Source: an optimization exercise on an open RTL-to-GDS flow (aim: small area and a short achievable clock period). Production flows keep margins and buffers that such runs may drop.
In this exercise RTL edits were held to simulation tests only and were not proved equivalent to the original.

Design HarmonicMean, start of the top module:
module HarmonicMean (
    input wire clk,
    input wire reset,
    input wire [15:0] data1,
    input wire [15:0] data2,
    input wire [15:0] data3,
    input wire [15:0] data4,
    input wire data_valid1,
    input wire data_valid2,
    input wire data_valid3,
    input wire data_valid4,
    output wire [15:0] harmonic_mean,
    output reg data_ready
);
clock: 56.0 ns
lec_check: 0
abc_area: 1
cap_margin: 20
core_margin: 2
core_utilization: 40
slew_margin: 20
standard.sh (not shown) runs the stock make flow with config.mk's settings and CLKGATE_MAP_FILE= SYNTH_SCRIPT=/design/flow/synth_recipe.tcl, a recipe that flattens the netlist after the stock synthesis.
==> flow/flow/run.sh <==
#!/bin/bash
# Standard synthesis, then full-adder polarity clean-up on its netlist, then the
# standard layout from that netlist. Each tool's output goes to its own log here.
set -euo pipefail
R=orfs/results/$FLOW_PLATFORM/HarmonicMean/base
bash standard.sh synth > synth.log 2>&1
cp $R/1_2_yosys.v 1_2_yosys.standard.v
python3 flow/fapol.py 1_2_yosys.standard.v $R/1_2_yosys.v > fapol.log 2>&1
bash standard.sh finish SETUP_SLACK_MARGIN=26 "BUFFER_PORTS_ARGS=-buffer_cell sky130_fd_sc_hd__buf_2" > layout.log 2>&1
Other scripts of this flow, unchanged in this note and not shown: flow/flow/fapol.py
The first run went through all stages and came out clean.
Change:
--- a/flow/flow/run.sh
+++ b/flow/flow/run.sh
@@ -8,2 +8,2 @@
 python3 flow/fapol.py 1_2_yosys.standard.v $R/1_2_yosys.v > fapol.log 2>&1
-bash standard.sh finish SETUP_SLACK_MARGIN=26 "BUFFER_PORTS_ARGS=-buffer_cell sky130_fd_sc_hd__buf_2" > layout.log 2>&1
+bash standard.sh finish SETUP_SLACK_MARGIN=26 > layout.log 2>&1
=> Worst hold slack improved by 0.022 ns. Area after synthesis does not change. Worst setup slack got worse by 0.084 ns. Via count rose slightly.
Change:
--- a/flow/flow/run.sh
+++ b/flow/flow/run.sh
@@ -8,2 +8,2 @@
 python3 flow/fapol.py 1_2_yosys.standard.v $R/1_2_yosys.v > fapol.log 2>&1
-bash standard.sh finish SETUP_SLACK_MARGIN=26 > layout.log 2>&1
+bash standard.sh finish SETUP_SLACK_MARGIN=26 "BUFFER_PORTS_ARGS=-buffer_cell sky130_fd_sc_hd__buf_2" > layout.log 2>&1
--- a/flow/config.mk
+++ b/flow/config.mk
@@ -10,3 +10,4 @@
 export CORE_MARGIN = 2
-export CORE_UTILIZATION = 40
+export CORE_UTILIZATION = 70
+export PLACE_DENSITY = 0.8
 export SLEW_MARGIN = 20
What happened: Final cell count decreases by 9.8%. Count of clock-buffer cells in the layout rose by 1. Die area goes down by about 40%. Setup slack gets worse by 0.097 ns. Critical path depth came out higher by 32. Routed wire length fell by about 2.8%.
Change:
--- a/flow/config.mk
+++ b/flow/config.mk
@@ -8,6 +8,6 @@
 export ABC_AREA = 1
-export CAP_MARGIN = 20
+export CAP_MARGIN = 70
 export CORE_MARGIN = 2
-export CORE_UTILIZATION = 70
-export PLACE_DENSITY = 0.8
-export SLEW_MARGIN = 20
+export CORE_UTILIZATION = 60
+export PLACE_DENSITY = 0.7
+export SLEW_MARGIN = 70
What happened: Setup slack gets better by 0.070 ns. Die area rises by 16%. Synthesized area does not change.
Change:
--- a/flow/flow/run.sh
+++ b/flow/flow/run.sh
@@ -8,2 +8,2 @@
 python3 flow/fapol.py 1_2_yosys.standard.v $R/1_2_yosys.v > fapol.log 2>&1
-bash standard.sh finish SETUP_SLACK_MARGIN=26 "BUFFER_PORTS_ARGS=-buffer_cell sky130_fd_sc_hd__buf_2" > layout.log 2>&1
+bash standard.sh finish SETUP_SLACK_MARGIN=31 > layout.log 2>&1
--- a/flow/config.mk
+++ b/flow/config.mk
@@ -10,4 +10,3 @@
 export CORE_MARGIN = 2
-export CORE_UTILIZATION = 60
-export PLACE_DENSITY = 0.7
+export CORE_UTILIZATION = 40
 export SLEW_MARGIN = 70
Effect: Via count came out higher by 4.6%; first-iteration DRC count came out lower by 4.0%; cell area came out higher by 16%.

static timing again, ports no longer ideal:
In the flow no input, the clock included, has a driving cell. The finished layouts below were timed again as built, in two steps. Step 1 (the two cells are an assumption about what drives the block):
set clk [get_ports {clk}]
set_driving_cell -lib_cell sky130_fd_sc_hd__clkbuf_16 $clk
set_driving_cell -lib_cell sky130_fd_sc_hd__buf_2 [delete_from_list [all_inputs] $clk]
Step 2 times the ports against the registers' clock, not the clock port: input delays grow and output delays shrink by t, the midpoint of the rising clock arrivals with the driver on. Three values: ideal, step 1, step 2; two values: the first two.
run | t (ns) | setup WS [ns] | pins driven straight from the clock port
the first run | 0.326 | 26.902 / 26.896 / 26.570 | 1
the second run | 0.326 | 26.819 / 26.836 / 26.510 | 1
the third run | 0.320 | 26.721 / 26.685 / 26.511 | 1
the fourth run | 0.310 | 26.791 / 26.772 / 26.462 | 1
the fifth run | 0.326 | 28.177 / 28.195 / 27.869 | 1
After both steps every run listed still meets setup and hold. For the first run, which loses most, drivers alone change the setup slack by -0.006 ns; drivers and shift together by -0.332 ns.
